This is an optimization exercise on Yosys and OpenROAD, whose aim is small area, a short achievable clock period and few clock cycles, not a production implementation.
Only simulation tests tie the RTL to the original design; equivalence was not proved.

old:
// van_der_pol_simple
module van_der_pol_simple(
    input wire clk,
    input wire rst,
    input wire start,
    input wire [31:0] x_init,
    input wire [31:0] u_init,
    input wire [31:0] dt,
    input wire [31:0] mu,
    input wire [31:0] t_max,
    output wire [31:0] x_out,
    output wire [31:0] u_out,
    output wire [31:0] t_out,
    output reg done,
    output reg valid
);
    reg [31:0] xc, u, t;
    reg [31:0] a1, b1, a2, b2;
    reg [31:0] tm_r;
    reg [4:0] c;
    reg run;
    assign x_out = xc;
    assign u_out = u;
    assign t_out = t;
    wire [31:0] add1 = c[0] ? 32'h00010000 : c[2] ? ~xc : c[3] ? u : c[4] ? xc : 32'd0;
    wire [31:0] add2 = c[2] ? 32'h00010000 : c[4] ? ~xc : c[0] ? u : c[1] ? xc : 32'd0;
    wire [31:0] r1, r2;
    vdp_mul mul1 (
        .a(a1), .b(b1), .neg(c[0]), .add({add1, {16{c[0]}}}), .cin(c[2]), .r(r1)
    );
    vdp_mul mul2 (
        .a(a2), .b(b2), .neg(c[2]), .add({add2, {16{c[2]}}}), .cin(c[4]), .r(r2)
    );
    wire idle = ~run & ~done;
    wire [31:0] t_next = t + (c[3] ? b1 : b2);
    wire last = t_next >= tm_r;
    always @(posedge clk) begin
        tm_r <= t_max;
        if (idle) begin
            a1 <= x_init;
            b1 <= x_init;
            a2 <= 32'd0;
            b2 <= 32'd0;
        end else begin
  ...
Size: about 7100 cells after synthesis, roughly 260 I/O pins, roughly 61000 µm² of cells after synthesis.
==> module van_der_pol_simple, before the edit <==
module van_der_pol_simple(
    input wire clk,
    input wire rst,
    input wire start,
    input wire [31:0] x_init,
    input wire [31:0] u_init,
    input wire [31:0] dt,
    input wire [31:0] mu,
    input wire [31:0] t_max,
    output wire [31:0] x_out,
    output wire [31:0] u_out,
    output wire [31:0] t_out,
    output reg done,
    output reg valid
);
    reg [31:0] xc, u, t;
    reg [31:0] a1, b1, a2, b2;
    reg [31:0] tm_r;
    reg [4:0] c;
    reg run;
    assign x_out = xc;
    assign u_out = u;
    assign t_out = t;
    wire [31:0] add1 = c[0] ? 32'h00010000 : c[2] ? ~xc : c[3] ? u : c[4] ? xc : 32'd0;
    wire [31:0] add2 = c[2] ? 32'h00010000 : c[4] ? ~xc : c[0] ? u : c[1] ? xc : 32'd0;
    wire [31:0] r1, r2;
    vdp_mul mul1 (
        .a(a1), .b(b1), .neg(c[0]), .add({add1, {16{c[0]}}}), .cin(c[2]), .r(r1)
    );
    vdp_mul mul2 (
        .a(a2), .b(b2), .neg(c[2]), .add({add2, {16{c[2]}}}), .cin(c[4]), .r(r2)
    );
    wire idle = ~run & ~done;
    wire [31:0] t_next = t + (c[3] ? b1 : b2);
    wire last = t_next >= tm_r;
    always @(posedge clk) begin
        tm_r <= t_max;
        if (idle) begin
            a1 <= x_init;
            b1 <= x_init;
            a2 <= 32'd0;
            b2 <= 32'd0;
        end else begin
            a1 <= c[0] ? mu : c[1] ? u : r1;
            b1 <= (c[2] | c[3]) ? dt : r1;
            a2 <= c[2] ? mu : c[3] ? r1 : r2;
            b2 <= (c[4] | c[0]) ? dt : r2;
        end
        if (idle) begin
            xc <= x_init;
            u <= u_init;
            t <= 32'd0;
        end else if (run) begin
            if (c[0]) xc <= b1;
            if (c[2]) xc <= b2;
            if (c[0]) u <= r2;
            if (c[3]) u <= r1;
            if (c[0] | c[3]) t <= t_next;
        end
    end
    always @(posedge clk or posedge rst) begin
        if (rst) begin
            c <= 5'b00001;
            run <= 1'b0;
            done <= 1'b0;
            valid <= 1'b0;
        end else if (idle) begin
            c <= 5'b00001;
            run <= start;
        end else if (run) begin
            c <= {c[3:0], c[4]};
            valid <= (c[0] | c[3]) & ~last;
            if ((c[0] | c[3]) & last) begin
                run <= 1'b0;
                done <= 1'b1;
            end
        end
    end
endmodule
Settings: LEC_CHECK=0, CAP_MARGIN=20, CORE_MARGIN=2, CORE_UTILIZATION=40, SLEW_MARGIN=20; clock period 40.0 ns.
standard.sh (not shown) runs the stock make flow with config.mk's settings and CLKGATE_MAP_FILE= SYNTH_SCRIPT=/design/flow/synth_recipe.tcl, a recipe that flattens the netlist after the stock synthesis.
==> flow/flow/run.sh <==
#!/bin/bash
set -euo pipefail
export BUFFER_PORTS_ARGS="-buffer_cell sky130_fd_sc_hd__buf_4"
export SETUP_SLACK_MARGIN=31
bash standard.sh > standard.log 2>&1
Testbench counts of old, summed over its fixed seeds: cycles 52,364.
Input changes introduced in new (baseline for comparison: old):
--- a/flow/design.v
+++ b/flow/design.v
@@ -12,9 +12,9 @@
     output wire [31:0] t_out,
     output reg done,
     output reg valid
 );
-    reg [31:0] xc, u, t;
+    reg [31:0] xc, xn, u, t;
     reg [31:0] a1, b1, a2, b2;
     reg [31:0] tm_r;
     reg [4:0] c;
     reg run;
@@ -47,13 +47,15 @@
             b2 <= (c[4] | c[0]) ? dt : r2;
         end
         if (idle) begin
             xc <= x_init;
+            xn <= x_init;
             u <= u_init;
             t <= 32'd0;
         end else if (run) begin
-            if (c[0]) xc <= b1;
-            if (c[2]) xc <= b2;
+            if (c[1]) xn <= r2;
+            if (c[4]) xn <= r1;
+            if (c[0] | c[2]) xc <= xn;
             if (c[0]) u <= r2;
             if (c[3]) u <= r1;
             if (c[0] | c[3]) t <= t_next;
         end
Layout-stage area growth over the synthesis result, old and new, higher one = new. Going from old to new, cell area after synthesis saw an increase, detailed-route via count picked up an extra 816. old → new: synthesized netlist cell count rose 58; count of clock tree sinks rose 12%; xor/xnor cell area share of the yosys netlist fell 0.61 points. On iteration-0 DRC count of the detailed router, new does worse than old. new does better than old on post-layout minimum cycle time. Side by side, sum of routed wire length over all layers turned out higher in new than in old. new -> old: effective utilization at floorplan flat.
Testbench counts of new, summed over its fixed seeds: cycles 52,364.

## afterwards: timing with drivers on the ports
In the flow no input, the clock included, has a driving cell. The finished layouts below were timed again as built, in two steps. Step 1 sets driving cells, clkbuf_16 on the clock port and buf_2 on the other inputs (assumed; they add their load-dependent delay and slew). Step 2 moves the port delays by t, midway between the first and last clock arrival at a register: inputs arrive t later, outputs are due t later. That takes back most of the time a late clock gives input paths. Three values: no drivers, after step 1, after step 2; two values: the first two.
| run | t (ns) | slack for setup (ns) | slew at the worst register clock pin (ns) | worst data-port slew with drivers (ns) |
|---|---|---|---|---|
| old | 0.691 | 30.567 / 30.500 / 30.814 | 0.10 / 0.10 | 0.11 |
| new | 0.611 | 30.635 / 30.577 / 31.011 | 0.07 / 0.07 | 0.21 |
After both steps every run listed still meets setup and hold.
